Source: an optimization exercise on an open RTL-to-GDS flow (aim: small area, a short achievable clock period and few clock cycles). Production flows keep margins and buffers that such runs may drop. At most, simulation tests tie the RTL to the original design; equivalence was not proved. For run 1, only the layout was checked, not whether the RTL still works. No activity file was given, so power comes from the tool's default toggle rates.

$ cat flow/run.sh
#!/bin/bash
# synth_recipe.tcl (not shown) runs the flow's synth.tcl, then flattens the netlist and writes it again
# the make line also repeats each setting of config.mk as NAME=value (left out here)
make -C /OpenROAD-flow-scripts/flow DESIGN_CONFIG=/design/flow/config.mk WORK_HOME=/design/flow/orfs CLKGATE_MAP_FILE= SYNTH_SCRIPT=/design/flow/synth_recipe.tcl finish
$ cat flow/config.mk
export PLATFORM = sky130hd
export DESIGN_NAME = cpu_core
export DESIGN_NICKNAME = cpu_core
export VERILOG_FILES = /design/flow/design.v
export SDC_FILE = /design/flow/constraint.sdc
export NUM_CORES = 8
export LEC_CHECK = 0
export CAP_MARGIN = 20
export CORE_MARGIN = 2
export CORE_UTILIZATION = 50
export PLACE_DENSITY = 0.65
export SETUP_SLACK_MARGIN = 5
export SLEW_MARGIN = 20
$ cat flow/constraint.sdc
create_clock -name core_clock -period 13.0 [get_ports {clk}]
set_input_delay 2.6000 -clock core_clock [delete_from_list [all_inputs] [get_ports {clk}]]
set_output_delay 2.6000 -clock core_clock [all_outputs]
set_load 0.01 [all_outputs]
$ cat flow/design.v
`timescale 1ns / 1ps
module md_unit(
    input             clk,
    input             rst_n,
    input             req,       
    input             is_mul,    
    input             uns,       
    input             hi,        
    input      [31:0] a,
    input      [31:0] b,
    output            done,
    output     [31:0] md_out
);
    localparam IDLE = 2'd0, SETUP = 2'd1, ITER = 2'd2, DONE = 2'd3;
    reg [1:0]  phase;
    reg [63:0] P;        
    reg [32:0] X;        
    reg [32:0] Y;        
    reg [4:0]  cnt;
    reg        neg;      
    assign done = (phase == DONE);
    wire [32:0] ax = {~uns & a[31], a};
    wire [32:0] bx = {~uns & b[31], b};
    function [4:0] top_pair;    
        input [32:0] v;
        reg   [36:0] w;
        integer m;
        reg [3:0] idx;
        reg nz;
        begin
            w = {v[32], v[32], v[32], v, 1'b0};
            idx = 4'd0; nz = 1'b0;
            for (m = 0; m < 9; m = m + 1)
                if (!(w[4*m+4 -: 5] == 5'b00000 || w[4*m+4 -: 5] == 5'b11111)) begin
                    idx = m; nz = 1'b1;
                end
            top_pair = {nz, idx};
        end
    endfunction
    wire [4:0] ta = top_pair(ax);
    wire [4:0] tb = top_pair(bx);
    wire       mzero = ~ta[4] | ~tb[4];
    wire       swap  = ta[3:0] < tb[3:0];      
    wire [36:0] yw = {Y[32], Y[32], Y[32], Y, 1'b0};
    wire [4:0]  dw = yw[{cnt[3:0], 2'b00} +: 5];
    function signed [35:0] booth;    
        input [2:0]  t;
        input [32:0] x;
        reg signed [35:0] xs;
        begin
            xs = {{3{x[32]}}, x};
            case (t)
                3'b001, 3'b010: booth = xs;
                3'b011:         booth = xs <<< 1;
                3'b100:         booth = -(xs <<< 1);
                3'b101, 3'b110: booth = -xs;
                default:        booth = 36'sd0;
            endcase
        end
    endfunction
    wire signed [35:0] pp_lo = booth(dw[2:0], X);
    wire signed [35:0] pp_hi = booth(dw[4:2], X);
    wire [63:0] pnext = {P[59:0], 4'b0}
                      + {{28{pp_lo[35]}}, pp_lo}
                      + {{26{pp_hi[35]}}, pp_hi, 2'b0};
    wire        sa_neg = ~uns & a[31];
    wire        sb_neg = ~uns & b[31];
    wire [31:0] a_abs  = sa_neg ? -a : a;
    wire [31:0] b_abs  = sb_neg ? -b : b;
    function [5:0] clz32;
        input [31:0] v;
        integer k;
        reg found;
        begin
            clz32 = 6'd32; found = 1'b0;
            for (k = 31; k >= 0; k = k - 1)
                if (!found && v[k]) begin
                    clz32 = 31 - k; found = 1'b1;
                end
        end
    endfunction
    wire [5:0]  zr = clz32(P[63:32]);
    wire [5:0]  zd = clz32(X[31:0]);
    wire [5:0]  kd = zd - zr;                  
    wire        dsmall = zd < zr;              
    wire [31:0] d_al = X[31:0] << kd[4:0];
    wire [32:0] diff = {1'b0, P[63:32]} - {1'b0, X[31:0]};
    always @(posedge clk) begin
        if (!rst_n) begin
            phase <= IDLE;
        end else begin
            case (phase)
                IDLE: if (req) begin
                    if (is_mul) begin
                        P   <= 64'b0;
                        X   <= swap ? bx : ax;
                        Y   <= swap ? ax : bx;
                        cnt <= {1'b0, swap ? ta[3:0] : tb[3:0]};
                        neg <= 1'b0;
                        phase <= mzero ? DONE : ITER;
                    end else begin
                        P   <= {a_abs, (b == 32'b0) ? 32'hFFFFFFFF : 32'b0};
                        X   <= {1'b0, b_abs};
                        neg <= (b == 32'b0) ? (hi & sa_neg) : (hi ? sa_neg : (sa_neg ^ sb_neg));
                        phase <= (b == 32'b0) ? DONE : SETUP;
                    end
                end
                SETUP: begin
                    X   <= {1'b0, d_al};
                    cnt <= kd[4:0];
                    phase <= dsmall ? DONE : ITER;
                end
                ITER: begin
                    if (is_mul) begin
                        P <= pnext;
                    end else begin
                        P[31:0] <= {P[30:0], ~diff[32]};
                        if (!diff[32]) P[63:32] <= diff[31:0];
                        X <= {1'b0, 1'b0, X[31:1]};
                    end
                    cnt <= cnt - 5'd1;
                    if (cnt == 5'd0) phase <= DONE;
                end
                default: phase <= IDLE;
            endcase
        end
    end
    wire        sel_hi = hi;
    wire [31:0] v = sel_hi ? P[63:32] : P[31:0];
    assign md_out = neg ? -v : v;
endmodule
`timescale 1ns / 1ps
module alu(
    input      [31:0] a,         
    input      [31:0] b,         
    input      [31:0] op2,       
    input      [4:0]  sa,        
    input      [4:0]  rdf,       
    input             sub,       
    input             lsa,       
    input             slt_u,     
    input      [1:0]  lop,       
    input             sh_var,    
    input             sh_left,   
    input             sh_srca,   
    input             sh_ext,    
    input             sh_ins,    
    input      [1:0]  sh_fill,   
    input             sel_nez,   
    input             s_add,
    input             s_slt,
    input             s_log,
    input             s_sh,
    input             s_sel,
    input             s_imm,
    input             s_md,
    input      [31:0] md_out,
    output     [31:0] result
);
    reg [31:0] a_add;
    always @* begin
        if (lsa)
            case (sa[1:0])
                2'd0: a_add = {a[30:0], 1'b0};
                2'd1: a_add = {a[29:0], 2'b0};
                2'd2: a_add = {a[28:0], 3'b0};
                default: a_add = {a[27:0], 4'b0};
            endcase
        else
            a_add = a;
    end
    wire [31:0] b_add = sub ? ~op2 : op2;
    wire [32:0] sum   = {1'b0, a_add} + {1'b0, b_add} + {32'b0, sub};
    wire        lt    = slt_u ? ~sum[32] : ((a[31] ^ op2[31]) ? a[31] : sum[31]);
    reg [31:0] lres;
    always @* begin
        case (lop)
            2'b00: lres = a & op2;
            2'b01: lres = a | op2;
            2'b10: lres = a ^ op2;
            default: lres = ~(a | op2);
        endcase
    end
    wire [31:0] rx  = sh_srca ? a : b;
    wire [4:0]  m   = sh_var ? a[4:0] : sa;
    wire [4:0]  mr  = sh_left ? ~m : m;
    wire [31:0] r0  = mr[0] ? {rx[0],     rx[31:1]}  : rx;
    wire [31:0] r1  = mr[1] ? {r0[1:0],   r0[31:2]}  : r0;
    wire [31:0] r2  = mr[2] ? {r1[3:0],   r1[31:4]}  : r1;
    wire [31:0] r3  = mr[3] ? {r2[7:0],   r2[31:8]}  : r2;
    wire [31:0] r4  = mr[4] ? {r3[15:0],  r3[31:16]} : r3;
    wire [31:0] rot = sh_left ? {r4[0], r4[31:1]} : r4;
    wire [4:0]  nm = ~m;
    reg  [31:0] tm, tr, tm_rev;
    integer i;
    always @* begin
        for (i = 0; i < 32; i = i + 1) begin
            tm[i] = (i <= nm);
            tr[i] = (i <= rdf);
        end
        for (i = 0; i < 32; i = i + 1)
            tm_rev[i] = tm[31 - i];
    end
    wire [31:0] mask = sh_ins ? (tr & tm_rev) : sh_ext ? tr : sh_left ? tm_rev : tm;
    reg         fbit;
    always @* begin
        case (sh_fill)
            2'b00: fbit = 1'b0;
            2'b01: fbit = b[31];
            2'b10: fbit = b[7];
            default: fbit = b[15];
        endcase
    end
    wire [31:0] fill = sh_ins ? b : {32{fbit}};
    wire [31:0] shres = (rot & mask) | (fill & ~mask);
    wire        bz   = (b == 32'b0);
    wire        selc = sel_nez ? ~bz : bz;
    assign result = ({32{s_add}} & sum[31:0])
                  | ({32{s_slt}} & {31'b0, lt})
                  | ({32{s_log}} & lres)
                  | ({32{s_sh}}  & shres)
                  | ({32{s_sel & selc}} & a)
                  | ({32{s_imm}} & op2)
                  | ({32{s_md}}  & md_out);
endmodule
`timescale 1ns / 1ps
module regfile(
    input             clk,
    input             rst_n,
    input             we,
    input      [4:0]  wa,
    input      [31:0] wd,
    input      [4:0]  ra1,
    input      [4:0]  ra2,
    output     [31:0] rd1,
    output     [31:0] rd2
);
    reg [31:0] r [1:31];
    wire [31:0] wdg = rst_n ? wd : 32'b0;
    integer i;
    always @(posedge clk) begin
        for (i = 1; i < 32; i = i + 1)
            if (!rst_n || (we && wa == i))
                r[i] <= wdg;
    end
    assign rd1 = (ra1 == 5'd0) ? 32'b0 : r[ra1];
    assign rd2 = (ra2 == 5'd0) ? 32'b0 : r[ra2];
endmodule
`timescale 1ns / 1ps
module cpu_core(
    input           clk,
    input           rst_n,
    output [31:0]   imem_addr,
    input  [31:0]   imem_rdata,
    output [31:0]   dmem_addr,
    output          dmem_we,
    output [3:0]    dmem_wstrb,
    output [31:0]   dmem_wdata,
    input  [31:0]   dmem_rdata
);
    wire stall;              
    wire adv = ~stall;       
    reg  [31:0] pc;
    assign imem_addr = pc;
    wire [31:0] ins = imem_rdata;
    wire [5:0]  op  = ins[31:26];
    wire [4:0]  rs  = ins[25:21];
    wire [4:0]  rt  = ins[20:16];
    wire [4:0]  rd  = ins[15:11];
    wire [4:0]  sa  = ins[10:6];
    wire [5:0]  fn  = ins[5:0];
    wire R      = (op == 6'b000000);
    wire J      = (op[5:1] == 5'b00001);
    wire REGIMM = (op == 6'b000001);
    wire SP3    = (op == 6'b011111);
    wire nal_bal = REGIMM && (rt[4:1] == 4'b1000);
    wire bshfl  = SP3 && (fn == 6'b100000);
    reg wr_r, wr_i;
    always @* begin
        casez (fn)
            6'b000???: wr_r = 1'b1;
            6'b0010??: wr_r = 1'b1;
            6'b0110??: wr_r = 1'b1;
            6'b10????: wr_r = 1'b1;
            6'b1101?1: wr_r = 1'b1;
            default:   wr_r = 1'b0;
        endcase
        casez (op)
            6'b000011: wr_i = 1'b1;
            6'b001???: wr_i = 1'b1;
            6'b100???: wr_i = 1'b1;
            6'b011111: wr_i = 1'b1;
            default:   wr_i = 1'b0;
        endcase
    end
    wire [4:0] dst  = (R || bshfl) ? rd : ((op == 6'b000011 || nal_bal) ? 5'd31 : rt);
    wire       d_rw = ((R && wr_r) || wr_i || nal_bal) && (dst != 5'd0);
    wire d_load  = (op[5:3] == 3'b100);
    wire d_store = (op[5:2] == 4'b1010) || (op == 6'b101110) || (op[5:3] == 3'b111);
    wire d_set   = (op[5:1] == 5'b00101) || (R && fn[5:1] == 5'b10101);
    wire d_md    = R && (fn[5:2] == 4'b0110);
    wire d_ismul = ~fn[1];
    wire d_def   = (op[5:3] == 3'b001) || (R && fn[5:3] == 3'b100) || d_load || d_store;
    wire d_shift = R && (fn[5:3] == 3'b000);
    wire d_link  = (op == 6'b000011) || (R && fn == 6'b001001) || nal_bal;
    wire d_sel   = R && (fn == 6'b110101 || fn == 6'b110111);
    wire d_lsa   = R && (fn == 6'b000101);
    wire [2:0] dexe  = (d_load || d_store) ? 3'b001 : (R ? fn[2:0] : op[2:0]);
    wire d_aui   = (op == 6'b001111);
    wire d_logic = dexe[2] && !(dexe == 3'b111 && d_aui);
    wire s_slt = d_set;
    wire s_md  = !d_set && d_md;
    wire s_def = !d_set && !d_md && d_def;
    wire s_add = s_def && !d_logic;
    wire s_log = s_def && d_logic;
    wire s_shf = !d_set && !d_md && !d_def && d_shift;
    wire s_lnk = !d_set && !d_md && !d_def && !d_shift && d_link;
    wire br_or_above = d_set || d_md || d_def || d_shift || d_link
                     || (op[5:2] == 4'b0001) || (REGIMM && (rt == 5'b10001 || rt == 5'b00001));
    wire s_sp3 = !br_or_above && SP3;
    wire s_sel = !br_or_above && !SP3 && d_sel;
    wire sp3_ext = (fn == 6'b000000);
    wire sp3_ins = (fn == 6'b000100);
    wire sp3_seb = bshfl && (sa == 5'b10000);
    wire sp3_seh = bshfl && (sa == 5'b11000);
    wire x_add = s_add || (s_shf && d_lsa);
    wire x_sh  = (s_shf && !d_lsa && fn[1:0] != 2'b01) || (s_sp3 && (sp3_ext || sp3_ins || sp3_seb || sp3_seh));
    wire [31:0] pc4 = pc + 32'd4;
    wire [31:0] pc8 = pc + 32'd8;
    wire [31:0] sext = {{16{ins[15]}}, ins[15:0]};
    wire [31:0] zext = {16'b0, ins[15:0]};
    wire        alu_src = (op[5:3] == 3'b001) || op[5] || s_lnk;
    wire [31:0] d_imm = s_lnk ? pc8 :
                        d_aui ? {ins[15:0], 16'b0} :
                        (op[5:2] == 4'b0011) ? zext : sext;
    wire d_beq  = (op == 6'b000100);
    wire d_bne  = (op == 6'b000101);
    wire d_blez = (op == 6'b000110);
    wire d_bgtz = (op == 6'b000111);
    wire d_bgez = REGIMM && (rt == 5'b00001);
    wire d_jr   = R && (fn[5:1] == 5'b00100);
    wire d_jmp  = J || (REGIMM && rt == 5'b10001);    
    wire [31:0] d_target = J ? {pc4[31:28], ins[25:0], 2'b00}
                             : pc4 + {sext[29:0], 2'b00};
    wire        wb_rw;
    wire [4:0]  wb_dst;
    wire [31:0] wb_wd;
    wire [31:0] rf1, rf2;
    regfile rf(
        .clk(clk), .rst_n(rst_n),
        .we(wb_rw), .wa(wb_dst), .wd(wb_wd),
        .ra1(rs), .ra2(rt), .rd1(rf1), .rd2(rf2)
    );
    reg         ex_rw, ex_load;
    reg  [4:0]  ex_dst;
    reg         mm_rw;
    reg  [4:0]  mm_dst;
    wire a1 = ex_rw && ex_dst == rs;
    wire a2 = !a1 && mm_rw && mm_dst == rs;
    wire a3 = !a1 && !a2 && wb_rw && wb_dst == rs;
    wire b1 = ex_rw && ex_dst == rt;
    wire b2 = !b1 && mm_rw && mm_dst == rt;
    wire b3 = !b1 && !b2 && wb_rw && wb_dst == rt;
    wire [4:0] rt_id = (op == 6'b000011 || nal_bal) ? 5'd31 : rt;
    wire ldh     = ex_load && ex_rw;
    wire ld_rt   = ldh && ex_dst == rt_id;
    wire bubble  = ldh && (ex_dst == rs || ex_dst == rt_id) && !(d_store && ld_rt);
    wire d_sdfwd = d_store && ld_rt;           
    reg [31:0] e_rs, e_rt, e_imm, e_target;
    reg [4:0]  e_sa, e_rd;
    reg        e_a1, e_a2, e_a3, e_b1, e_b2, e_b3, e_isrc;
    reg        e_sub, e_lsa, e_sltu, e_shvar, e_shleft, e_shsrca, e_shext, e_shins, e_selnez;
    reg [1:0]  e_fill;
    reg [1:0]  e_lop;
    reg        e_s_add, e_s_slt, e_s_log, e_s_sh, e_s_sel, e_s_imm, e_s_md;
    reg        e_md, e_mul, e_uns, e_hi;
    reg        e_beq, e_bne, e_blez, e_bgtz, e_bgez, e_jr, e_jmp;
    reg        e_store, e_sdfwd;
    reg [2:0]  e_ltype;
    always @(posedge clk) begin
        if (!rst_n || (adv && bubble)) begin
            ex_rw <= 1'b0; ex_load <= 1'b0; ex_dst <= 5'd0;
            e_s_md <= 1'b0; e_md <= 1'b0;
            e_beq <= 1'b0; e_bne <= 1'b0; e_blez <= 1'b0; e_bgtz <= 1'b0; e_bgez <= 1'b0;
            e_jr <= 1'b0; e_jmp <= 1'b0;
            e_store <= 1'b0;
        end else if (adv) begin
            ex_rw <= d_rw; ex_load <= d_load; ex_dst <= dst;
            e_s_md <= s_md; e_md <= d_md;
            e_beq <= d_beq; e_bne <= d_bne; e_blez <= d_blez; e_bgtz <= d_bgtz; e_bgez <= d_bgez;
            e_jr <= d_jr; e_jmp <= d_jmp;
            e_store <= d_store;
        end
    end
    always @(posedge clk) begin
        if (adv) begin
            e_rs <= rf1; e_rt <= rf2; e_imm <= d_imm; e_target <= d_target;
            e_sa <= bshfl ? 5'd0 : sa;
            e_rd <= sp3_seh ? 5'd15 : (sp3_seb ? 5'd7 : rd);
            e_a1 <= a1; e_a2 <= a2; e_a3 <= a3;
            e_b1 <= b1 && !alu_src; e_b2 <= b2 && !alu_src; e_b3 <= b3 && !alu_src;
            e_isrc <= alu_src;
            e_sub <= (dexe[2:1] == 2'b01) || d_set;
            e_lsa <= d_lsa;
            e_sltu <= R ? fn[0] : op[0];
            e_shvar <= R && (fn[5:2] != 4'b0000);
            e_shleft <= R ? (fn[1:0] == 2'b00) : sp3_ins;
            e_shsrca <= !R && !bshfl;
            e_shext <= !R && (sp3_ext || bshfl);
            e_shins <= !R && sp3_ins;
            e_fill <= R ? {1'b0, fn[1:0] == 2'b11} : {bshfl, bshfl && sa[3]};
            e_selnez <= fn[1];
            e_lop <= dexe[1:0];
            e_s_add <= x_add; e_s_slt <= s_slt; e_s_log <= s_log; e_s_sh <= x_sh;
            e_s_sel <= s_sel; e_s_imm <= s_lnk;
            e_mul <= d_ismul; e_uns <= fn[0];
            e_hi <= d_ismul ? (sa != 5'd2) : (sa == 5'd3);
            e_sdfwd <= d_sdfwd;
            e_ltype <= op[2:0];
        end
    end
    reg  [31:0] m_res;       
    reg  [31:0] w_wd;        
    reg  [31:0] w2_wd;       
    wire [31:0] A = ({32{e_a1}} & m_res) | ({32{e_a2}} & w_wd) | ({32{e_a3}} & w2_wd)
                  | ({32{~(e_a1 | e_a2 | e_a3)}} & e_rs);
    wire [31:0] B = ({32{e_b1}} & m_res) | ({32{e_b2}} & w_wd) | ({32{e_b3}} & w2_wd)
                  | ({32{~(e_b1 | e_b2 | e_b3 | e_isrc)}} & e_rt);
    wire [31:0] OP2 = B | ({32{e_isrc}} & e_imm);
    reg         e_sd_b1, e_sd_b2, e_sd_b3;
    always @(posedge clk) if (adv) begin
        e_sd_b1 <= b1; e_sd_b2 <= b2; e_sd_b3 <= b3;
    end
    wire [31:0] SD = ({32{e_sd_b1}} & m_res) | ({32{e_sd_b2}} & w_wd) | ({32{e_sd_b3}} & w2_wd)
                   | ({32{~(e_sd_b1 | e_sd_b2 | e_sd_b3)}} & e_rt);
    wire        md_done;
    wire [31:0] md_out;
    md_unit md(
        .clk(clk), .rst_n(rst_n),
        .req(e_md), .is_mul(e_mul), .uns(e_uns), .hi(e_hi),
        .a(A), .b(SD),
        .done(md_done), .md_out(md_out)
    );
    assign stall = e_md && !md_done;
    wire [31:0] e_result;
    alu alu0(
        .a(A), .b(SD), .op2(OP2), .sa(e_sa), .rdf(e_rd),
        .sub(e_sub), .lsa(e_lsa), .slt_u(e_sltu), .lop(e_lop),
        .sh_var(e_shvar), .sh_left(e_shleft), .sh_srca(e_shsrca), .sh_ext(e_shext),
        .sh_ins(e_shins), .sh_fill(e_fill), .sel_nez(e_selnez),
        .s_add(e_s_add), .s_slt(e_s_slt), .s_log(e_s_log), .s_sh(e_s_sh),
        .s_sel(e_s_sel), .s_imm(e_s_imm),
        .s_md(e_s_md), .md_out(md_out),
        .result(e_result)
    );
    wire a_zero = (A == 32'b0);
    wire eq     = (A == SD);
    wire taken  = e_jmp || e_jr
               || (e_beq && eq) || (e_bne && !eq)
               || (e_blez && (A[31] || a_zero))
               || (e_bgtz && !A[31] && !a_zero)
               || (e_bgez && !A[31]);
    wire [31:0] jtarget = e_jr ? A : e_target;
    always @(posedge clk) begin
        if (!rst_n)
            pc <= 32'hFFFFE000;
        else if (pc == 32'h00008000)
            pc <= 32'hFFFFE000;
        else if (adv && !bubble)
            pc <= taken ? jtarget : pc4;
    end
    reg        m_load, m_store, m_sdfwd;
    reg [31:0] m_sd;
    reg [2:0]  m_ltype;
    always @(posedge clk) begin
        if (!rst_n) begin
            mm_rw <= 1'b0; m_load <= 1'b0; m_store <= 1'b0;
        end else begin
            mm_rw <= ex_rw && adv; m_load <= ex_load && adv; m_store <= e_store && adv;
        end
    end
    always @(posedge clk) begin
        mm_dst <= ex_dst; m_res <= e_result; m_sd <= SD; m_sdfwd <= e_sdfwd; m_ltype <= e_ltype;
    end
    wire [31:0] sdata = m_sdfwd ? w_wd : m_sd;
    reg  [3:0]  strb;
    reg  [31:0] wword;
    always @* begin
        casez ({m_ltype[1:0], m_res[1:0]})
            4'b0000: begin strb = 4'b0001; wword = {24'b0, sdata[7:0]};        end
            4'b0001: begin strb = 4'b0010; wword = {16'b0, sdata[7:0], 8'b0};  end
            4'b0010: begin strb = 4'b0100; wword = {8'b0, sdata[7:0], 16'b0};  end
            4'b0011: begin strb = 4'b1000; wword = {sdata[7:0], 24'b0};        end
            4'b010?: begin strb = 4'b0011; wword = {16'b0, sdata[15:0]};       end
            4'b011?: begin strb = 4'b1100; wword = {sdata[15:0], 16'b0};       end
            4'b11??: begin strb = 4'b1111; wword = sdata;                      end
            default: begin strb = 4'b0000; wword = 32'b0;                      end
        endcase
    end
    assign dmem_addr  = m_res;
    assign dmem_we    = m_store;
    assign dmem_wstrb = strb;
    assign dmem_wdata = wword;
    wire [7:0]  lbyte = m_res[1] ? (m_res[0] ? dmem_rdata[31:24] : dmem_rdata[23:16])
                                 : (m_res[0] ? dmem_rdata[15:8]  : dmem_rdata[7:0]);
    wire [15:0] lhalf = m_res[1] ? dmem_rdata[31:16] : dmem_rdata[15:0];
    reg  [31:0] ldata;
    always @* begin
        case (m_ltype)
            3'b000:  ldata = {{24{lbyte[7]}}, lbyte};
            3'b001:  ldata = {{16{lhalf[15]}}, lhalf};
            3'b100:  ldata = {24'b0, lbyte};
            3'b101:  ldata = {16'b0, lhalf};
            default: ldata = dmem_rdata;
        endcase
    end
    reg        w_rw;
    reg [4:0]  w_dst;
    always @(posedge clk) begin
        if (!rst_n) begin
            w_rw <= 1'b0;
        end else begin
            w_rw <= mm_rw;
        end
    end
    always @(posedge clk) begin
        w_dst <= mm_dst; w_wd <= m_load ? ldata : m_res;
        w2_wd <= w_wd;
    end
    assign wb_rw  = w_rw;
    assign wb_dst = w_dst;
    assign wb_wd  = w_wd;
endmodule
==> metrics.yaml, run 1 <==
power_and_ir_drop:
  powerDensity_mw_per_mm2: 184
  leakagePower_nw: 38.4
  vdd_drop_max_uv: 187
floorplanning:
  pin_count: 167
  die_h_um: 437
  die_area_mm2: 0.191
  core-area_mm2: 0.186
  fp.dieW_um: 437
  rows: 158
  start_util_pct: 50.4
routing:
  drt_iter0_drc: 22400
  wl_um: 484000
  post-route-drc-count: 0
  via_per_inst: 7.76
  drtPass1Iterations: 14
  vias: 92300
  ant_nets: 0
  wl_per_cell_um: 40.7
final_layout:
  fillers: 16000
  syn_to_final_growth_pct: 11.8
  drive_gt1_share_pct: 9.73
  final_nets: 9623
logic_synthesis:
  synth_largest_area_cell: "edfxtp_1"
  syn_area_mm2: 0.0936
  synth_cells: 9309
  ys_seq_area_share_pct: 46.0
  ys_types: 94
  synthTopCellsByCount: "1,302 x edfxtp_1, 747 x a21oi_1, 698 x nor2_1"
  synth_ff_type: "edfxtp_1"
  syn_nets: 9681
  avgSynthCellArea_um2: 10.1
  yosysMostFrequentCell: "edfxtp_1"
  yosys-top-cells-area: "edfxtp_1 42%, dfxtp_1 4.2%, a21oi_1 4.0%"
  synth_top_area_share_pct: 41.8
  synth_edf_count: 1302
  ys_warn_count: 37
  ys_ff_latch: 1499
  synthArstFlopShare_pct: 0
setup_path:
  cp.arrival_ps: 8690
  worst-r2r-setup-slack_ps: 5040
  cp-endpoint: "m_res[0]"
  required_ps: 13730
  worst_setup_path_startpoint: "e_a1"
  crit_path_start_kind: "flop"
  end_kind: "flop"
  rr_startpoint: "e_a1"
  timing.rr.end: "m_res[0]"
  path_max_fanout: 37
  ff2ff_path_depth: 19
  worstSetupPathType: "flop to flop"
global_route:
  use_met2_pct: 65.1
  grt_pass1_vias: 84300
  use_met1_pct: 60.1
  met3_usage_pct: 23.6
  grt_pass1_wl_um: 657000
  grt_usage_pct: 48.8
  grt_busiest_layer: "met2"
  grt_max_degree: 109
  grt-ovfl-total: 0
  antenna_found_initial: 38
timing:
  rsz0062_at_grt: "false"
  slew_viol_final: 0
  hold_viol_final: 0
  finalSetupViolCount: 0
  worst_pin_slew_ps: 1350
  max_freq_mhz: 126
  finalSetupTns_ps: 0
  holdWs_ps: 324
  min_period_ps: 7960
  finalClockSkew_ps: 56.8
  period_share_pct: 61.2
  slew_headroom_pct: 9.46
clock_tree:
  cts_root_buffer: "clkbuf_16"
  cts_tree: "yes"
  clock_sinks: 1499
  clockBufferDepth: 3
  cts-buffers-inserted: 161
  ctsHoldBuffers: 0
  clk_pin_slew_ps: 60
  clock_latency_ps: 880
  cts_max_level: 4
placed_design:
  dp_hpwl_um: 317000
  io_buffers: 166
  place.gp.congestion: 1.12
worst_hold_path:
  hp-class: "flop to flop"
  whs_path_depth: 0
job:
  cap_violations: 0
run_status:
  status: "finished clean"
[logic make-up (layout without fill, tap and decap cells)]
family | after synthesis | after routing | synth area share, %
XOR/XNOR | 428 | 428 | 4.01
adder cells (fa/ha/maj) | 306 | 306 | 4.61
AO/OA/AOI/OAI | 3178 | 3179 | 23.7
AND/OR/NAND/NOR | 2396 | 2396 | 11.9
other | 0 | 33 | 0
buffers and inverters | 1154 | 1230 | 4.73
multiplexers | 348 | 348 | 5.05
flip-flops | 1499 | 1499 | 46.0
[stage by stage]
stage | power, W | setup slack, ps | cells | util (%) | instance area, µm²
after floorplan | 0.0110 | 5540 | 9309 | - | 93600
after global placement | 0.0141 | 4290 | 11500 | 53.3 | 99000
after detailed placement | 0.0142 | 4060 | 11500 | 53.3 | 99000
after CTS | 0.0188 | 5090 | 11800 | 56.2 | 104000
after global routing | 0.0196 | 5000 | 11900 | 56.3 | 105000
final | 0.0192 | 5040 | 11900 | 56.3 | 105000
[state kept, by name, summed over array words and instances, names as in the netlist, 32 cells and up]
| signal | cells |
|---|---|
| rf.r | 992 |
| e_rt | 32 |
| pc | 32 |
| m_sd | 32 |
| md.X | 33 |
| m_res | 32 |
| e_rs | 32 |
| e_target | 32 |
| w_wd | 32 |
| md.Y | 33 |
| md.P | 64 |
| e_imm | 32 |
| w2_wd | 32 |
[per-layer routing]
metal / wire length (µm) / up-vias
met5: 415 / -
met4: 49000 / 35
met3: 85300 / 2762
met2: 185000 / 9805
met1: 164000 / 43700
li1: - / 36000
[cell type report]
type                    instances  area, µm²  area share (%)
diodes                         33       82.6          0.0790
clock buffers                 207       4260            4.08
clock inverters                91        971           0.928
inverters                     429       1620            1.55
multi-input cells            6657      47300            45.2
flip-flops and latches       1499      43000            41.2
well taps                    2480       3100            2.97
repair buffers                503       4240            4.05
[power breakdown]
group	internal, W	total [W]	switching [W]
clock	0.00257	0.00468	0.00211
combinational	0.00247	0.00768	0.00521
sequential	0.00609	0.00685	0.000758
total	0.0111	0.0192	0.00808
[repair_timing]
item,in CTS,in global routing
setup buffers,5,12
pin swaps,1,1
endpoints found under the setup margin,21,13
resized for setup,3,3
gates cloned,1,0
[critical path: stages (launching register included)]
cell and delay (ps):
edfxtp_1 350, buf_4 310, a222oi_1 640, nand2_1 120
buf_4 280, inv_1 810, nor2_1 190, mux2_2 370
fa_1 440, a21o_1 180, a21o_1 220, a2111oi_1 890
o211ai_1 290, a311o_1 410, a221oi_1 810, o31ai_1 270
and3_1 280, o21ai_0 440, a21oi_1 130, o311ai_0 350
[cells in the final DEF, fill, tap and decap left out, types with 242 or more instances in the layout]
cell,instances
buf_4,327
a22o_1,288
a21oi_1,746
nor2_1,635
nand3_1,242
inv_1,389
a221oi_1,316
a22oi_1,413
edfxtp_1,1302
xnor2_1,297
nand2_1,678
o21ai_0,426
[worst min path at each step]
stage                     from    endpoint  slack (ps)
floorplan           e_ltype[0]  m_ltype[0]         320
CTS                 e_ltype[1]  m_ltype[1]         320
global placement    e_ltype[0]  m_ltype[0]         330
detailed placement  e_ltype[1]  m_ltype[1]         330
global route        e_ltype[1]  m_ltype[1]         350
finish              e_ltype[1]  m_ltype[1]         320
==> run 2: changes to the inputs <==
--- a/flow/design.v
+++ b/flow/design.v
@@ -147,3 +147,3 @@
     input             sh_ins,    
-    input      [1:0]  sh_fill,   
+    input             sh_sra,    
     input             sel_nez,   
@@ -153,2 +153,4 @@
     input             s_sh,
+    input             s_seb,
+    input             s_seh,
     input             s_sel,
@@ -204,12 +206,3 @@
     wire [31:0] mask = sh_ins ? (tr & tm_rev) : sh_ext ? tr : sh_left ? tm_rev : tm;
-    reg         fbit;
-    always @* begin
-        case (sh_fill)
-            2'b00: fbit = 1'b0;
-            2'b01: fbit = b[31];
-            2'b10: fbit = b[7];
-            default: fbit = b[15];
-        endcase
-    end
-    wire [31:0] fill = sh_ins ? b : {32{fbit}};
+    wire [31:0] fill = sh_ins ? b : (sh_sra ? {32{b[31]}} : 32'b0);
     wire [31:0] shres = (rot & mask) | (fill & ~mask);
@@ -221,2 +214,4 @@
                   | ({32{s_sh}}  & shres)
+                  | ({32{s_seb}} & {{24{b[7]}}, b[7:0]})
+                  | ({32{s_seh}} & {{16{b[15]}}, b[15:0]})
                   | ({32{s_sel & selc}} & a)
@@ -326,3 +321,5 @@
     wire x_add = s_add || (s_shf && d_lsa);
-    wire x_sh  = (s_shf && !d_lsa && fn[1:0] != 2'b01) || (s_sp3 && (sp3_ext || sp3_ins || sp3_seb || sp3_seh));
+    wire x_sh  = (s_shf && !d_lsa && fn[1:0] != 2'b01) || (s_sp3 && (sp3_ext || sp3_ins));
+    wire x_seb = s_sp3 && sp3_seb;
+    wire x_seh = s_sp3 && sp3_seh;
     wire [31:0] pc4 = pc + 32'd4;
@@ -363,6 +360,6 @@
     wire b3 = !b1 && !b2 && wb_rw && wb_dst == rt;
-    wire [4:0] rt_id = (op == 6'b000011 || nal_bal) ? 5'd31 : rt;
-    wire ldh     = ex_load && ex_rw;
-    wire ld_rt   = ldh && ex_dst == rt_id;
-    wire bubble  = ldh && (ex_dst == rs || ex_dst == rt_id) && !(d_store && ld_rt);
+    wire uses_rt = R || (op[5:1] == 5'b00010) || SP3;
+    wire ld_rs   = ex_load && ex_rw && ex_dst == rs && !J;
+    wire ld_rt   = ex_load && ex_rw && ex_dst == rt;
+    wire bubble  = ld_rs || (ld_rt && uses_rt && !d_store);
     wire d_sdfwd = d_store && ld_rt;           
@@ -371,6 +368,5 @@
     reg        e_a1, e_a2, e_a3, e_b1, e_b2, e_b3, e_isrc;
-    reg        e_sub, e_lsa, e_sltu, e_shvar, e_shleft, e_shsrca, e_shext, e_shins, e_selnez;
-    reg [1:0]  e_fill;
+    reg        e_sub, e_lsa, e_sltu, e_shvar, e_shleft, e_shsrca, e_shext, e_shins, e_shsra, e_selnez;
     reg [1:0]  e_lop;
-    reg        e_s_add, e_s_slt, e_s_log, e_s_sh, e_s_sel, e_s_imm, e_s_md;
+    reg        e_s_add, e_s_slt, e_s_log, e_s_sh, e_s_seb, e_s_seh, e_s_sel, e_s_imm, e_s_md;
     reg        e_md, e_mul, e_uns, e_hi;
@@ -397,4 +393,3 @@
             e_rs <= rf1; e_rt <= rf2; e_imm <= d_imm; e_target <= d_target;
-            e_sa <= bshfl ? 5'd0 : sa;
-            e_rd <= sp3_seh ? 5'd15 : (sp3_seb ? 5'd7 : rd);
+            e_sa <= sa; e_rd <= rd;
             e_a1 <= a1; e_a2 <= a2; e_a3 <= a3;
@@ -407,6 +402,6 @@
             e_shleft <= R ? (fn[1:0] == 2'b00) : sp3_ins;
-            e_shsrca <= !R && !bshfl;
-            e_shext <= !R && (sp3_ext || bshfl);
+            e_shsrca <= !R;
+            e_shext <= !R && sp3_ext;
             e_shins <= !R && sp3_ins;
-            e_fill <= R ? {1'b0, fn[1:0] == 2'b11} : {bshfl, bshfl && sa[3]};
+            e_shsra <= R && fn[1:0] == 2'b11;
             e_selnez <= fn[1];
@@ -414,3 +409,3 @@
             e_s_add <= x_add; e_s_slt <= s_slt; e_s_log <= s_log; e_s_sh <= x_sh;
-            e_s_sel <= s_sel; e_s_imm <= s_lnk;
+            e_s_seb <= x_seb; e_s_seh <= x_seh; e_s_sel <= s_sel; e_s_imm <= s_lnk;
             e_mul <= d_ismul; e_uns <= fn[0];
@@ -449,5 +444,5 @@
         .sh_var(e_shvar), .sh_left(e_shleft), .sh_srca(e_shsrca), .sh_ext(e_shext),
-        .sh_ins(e_shins), .sh_fill(e_fill), .sel_nez(e_selnez),
+        .sh_ins(e_shins), .sh_sra(e_shsra), .sel_nez(e_selnez),
         .s_add(e_s_add), .s_slt(e_s_slt), .s_log(e_s_log), .s_sh(e_s_sh),
-        .s_sel(e_s_sel), .s_imm(e_s_imm),
+        .s_seb(e_s_seb), .s_seh(e_s_seh), .s_sel(e_s_sel), .s_imm(e_s_imm),
         .s_md(e_s_md), .md_out(md_out),
@@ -477,7 +472,7 @@
             mm_rw <= 1'b0; m_load <= 1'b0; m_store <= 1'b0;
-        end else begin
-            mm_rw <= ex_rw && adv; m_load <= ex_load && adv; m_store <= e_store && adv;
+        end else if (adv) begin
+            mm_rw <= ex_rw; m_load <= ex_load; m_store <= e_store;
         end
     end
-    always @(posedge clk) begin
+    always @(posedge clk) if (adv) begin
         mm_dst <= ex_dst; m_res <= e_result; m_sd <= SD; m_sdfwd <= e_sdfwd; m_ltype <= e_ltype;
@@ -521,3 +516,3 @@
             w_rw <= 1'b0;
-        end else begin
+        end else if (adv) begin
             w_rw <= mm_rw;
@@ -525,3 +520,3 @@
     end
-    always @(posedge clk) begin
+    always @(posedge clk) if (adv) begin
         w_dst <= mm_dst; w_wd <= m_load ? ldata : m_res;
--- a/flow/config.mk
+++ b/flow/config.mk
@@ -9,5 +9,4 @@
 export CORE_MARGIN = 2
-export CORE_UTILIZATION = 50
-export PLACE_DENSITY = 0.65
-export SETUP_SLACK_MARGIN = 5
+export CORE_UTILIZATION = 30
+export PLACE_DENSITY = 0.5
 export SLEW_MARGIN = 20
==> run 2 against run 1 <==
  * Register-to-register slack got worse by 610 ps
  * Maximum frequency fell by 7.2%
  * Non-clock buffer count grew 81
  * Final area is 5.0% higher
  * Largest cell class unchanged
  * Worst setup slack worse by 610 ps
  * Routed wire length rose by 19%
  * Combinational power grew about 20%
  * First-iteration DRC count is 18% lower
  * Critical endpoint is now md.P[56]
==> metrics.yaml, run 2 <==
logic_synthesis:
  ys_seq_area_share_pct: 46.4
  synth_cells: 9373
  avgSynthCellArea_um2: 10.2
  yosysMostFrequentCell: "edfxtp_1"
  synthArstFlopShare_pct: 0
  synth_edf_count: 1445
  ys_warn_count: 37
  synth_top_area_share_pct: 45.2
  synth_ff_type: "edfxtp_1"
  synth_largest_area_cell: "edfxtp_1"
  ys_types: 107
  synthTopCellsByCount: "1,445 x edfxtp_1, 748 x nand2_1, 712 x a21oi_1"
  ys_ff_latch: 1500
  yosys-top-cells-area: "edfxtp_1 45%, a21oi_1 3.7%, a22oi_1 3.2%"
  syn_nets: 9745
  syn_area_mm2: 0.0959
clock_tree:
  cts_tree: "yes"
  clockBufferDepth: 4
  clock_latency_ps: 980
  clock_sinks: 1500
  cts_setup_buffers: 0
  cts_root_buffer: "clkbuf_16"
  cts_max_level: 4
  clk_pin_slew_ps: 60
  ctsHoldBuffers: 0
  cts-buffers-inserted: 177
  postCtsResizedCells: 0
final_layout:
  final_cell_mix: "1,445 x edfxtp_1, 748 x nand2_1, 711 x a21oi_1"
  final_area_mm2: 0.110
  layout_commonest_cell: "edfxtp_1"
  top_regs: "rf.r: 992 flops, md.P: 64 flops"
  drive_gt1_share_pct: 11.0
  top_register: "rf.r"
  final_cells: 13700
  syn_to_final_growth_pct: 14.5
  postLayoutCoreUtil_pct: 34.5
  final_nets: 9758
  largest_reg_flops: 992
timing:
  finalSetupViolCount: 0
  slew_headroom_pct: 15.2
  slew_viol_final: 0
  period_share_pct: 66.0
  holdWs_ps: 420
  finalClockSkew_ps: 159
  finalSetupTns_ps: 0
  max_freq_mhz: 117
  hold_viol_final: 0
  rsz0062_at_grt: "false"
  min_period_ps: 8570
  worst_pin_slew_ps: 1270
routing:
  via_per_inst: 6.80
  wl_um: 578000
  drt_iter0_drc: 18300
  drtPass1Iterations: 10
  wl_per_cell_um: 42.1
  post-route-drc-count: 0
  vias: 93300
  ant_nets: 0
setup_path:
  path_max_fanout: 26
  required_ps: 13580
  crit_path_start_kind: "flop"
  end_kind: "flop"
  cp.arrival_ps: 9160
  worstSetupPathType: "flop to flop"
floorplanning:
  start_util_pct: 30.2
  die_area_mm2: 0.324
  pin_count: 167
  fp.dieW_um: 569
  die_h_um: 569
  rows: 207
  core-area_mm2: 0.318
global_route:
  grt-ovfl-total: 0
  grt_pass1_wl_um: 768000
  grt_max_degree: 131
  grt_pass1_vias: 86800
  grt_usage_pct: 34.2
  antenna_found_initial: 52
power_and_ir_drop:
  powerDensity_mw_per_mm2: 195
  vdd_drop_max_uv: 125
  leakagePower_nw: 39.7
run_status:
  status: "finished clean"
placed_design:
  dp_hpwl_um: 386000
  place_inst: 13400
  place.gp.congestion: 1.06
  io_buffers: 166
  dpl-instance-area_mm2: 0.104
job:
  cap_violations: 0
worst_hold_path:
  hp-class: "flop to flop"
run 2: changes by cell type after synthesis, moves of 15 or more:
cell      delta
dfxtp_1    -142
a222oi_1    -24
nand2_1     +70
o22ai_1     -22
nor2_1      -42
a211o_1     +15
edfxtp_1   +143
o211ai_1    +16
mux2i_1     -27
a221oi_1    +29
a21oi_1     -35
run 2: cells by family after synthesis:
kind of cell,after synthesis,synth area share (%)
AO/OA/AOI/OAI,3231,23.8
AND/OR/NAND/NOR,2401,11.6
flip-flops,1500,46.4
buffers and inverters,1179,4.86
XOR/XNOR,427,3.92
multiplexers,329,4.90
adder cells (fa/ha/maj),306,4.49
run 2: critical path, stage by stage (launching register included):
cell      delay, ps
edfxtp_1        640
nor4_2          580
nand4_1         220
nor3_1          850
nand4_1         450
or3_1           580
nand4b_1        370
nor2_2          360
o21bai_1        110
a21oi_1         180
nor3_1          110
a31oi_4         190
buf_4           460
fa_1            500
inv_1            70
ha_1            300
and2_1          270
nand4_1         140
nor2_1          160
nand2_1         100
o31ai_1         560
o21ai_0         210
a21oi_1         260
nand2_1         200
a211o_1         300
run 2: worst paths after layout:
kind	startpoint	to	slack (ps)	cells after the start
worst max register to register	md.X[11]	md.P[56]	4430	24
worst min-delay path	e_sdfwd	m_sdfwd	420	0
worst min register to register	e_sdfwd	m_sdfwd	420	0
worst max-delay path	md.X[11]	md.P[56]	4430	24
run 2: cell type report:
class                           count  area [µm²]
Timing Repair Buffer              584        4810
Clock buffer                      207        4640
Sequential cell                  1500       44500
Clock inverter                    105        1130
Antenna cell                       31        77.6
Multi-Input combinational cell   6694       47800
Fill cell                       31900      208000
Tap cell                         4180        5230
Inverter                          429        1620
run 2: per-stage QoR:
stage / worst slack, ps / total power, W
global placement: 4790 / 0.0159
global route: 3950 / 0.0220
detailed placement: 4810 / 0.0159
CTS: 4610 / 0.0210
floorplan: 2700 / 0.0120
finish: 4430 / 0.0214
run 2: power by group:
| part | internal [W] | switching [W] |
|---|---|---|
| Sequential | 0.00624 | 0.000747 |
| Combinational | 0.00290 | 0.00629 |
| Clock | 0.00292 | 0.00227 |
run 2: per-layer routing:
metal | GRT usage [%] | part of all wire [%]
met1 | 42.2 | 37
met2 | 50.3 | 42
met3 | 10.3 | 12
met4 | 25.8 | 9.1
met5 | 0.0446 | 0.029
Testbench counts of run 2, summed over its fixed seeds: cycles 84,440.

[separate check: timing with driven ports]
In the flow no input, the clock included, has a driving cell. The finished layouts below were timed again as built, in two steps.
Step 1 (the two cells are an assumption about what drives the block):
set clk [get_ports {clk}]
set_driving_cell -lib_cell sky130_fd_sc_hd__clkbuf_16 $clk
set_driving_cell -lib_cell sky130_fd_sc_hd__buf_2 [delete_from_list [all_inputs] $clk]
Step 2, shift: input delay + t, output delay - t, t = (earliest + latest rising clock arrival at the registers) / 2. This alone moves slack from input paths to output paths.
a / b / c = ideal ports / drivers / drivers and shift; a / b = the first two.
run	shift t [ns]	slack for setup (ns)	latest minus earliest clock arrival (ns)	worst data-port slew with drivers (ns)	cell pins on the clock port's net
run 1	0.948	5.041 / 5.041 / 5.041	0.062 / 0.062	0.22	1
run 2	1.017	4.426 / 4.426 / 4.426	0.160 / 0.160	0.09	1
After both steps every run listed still meets setup and hold.
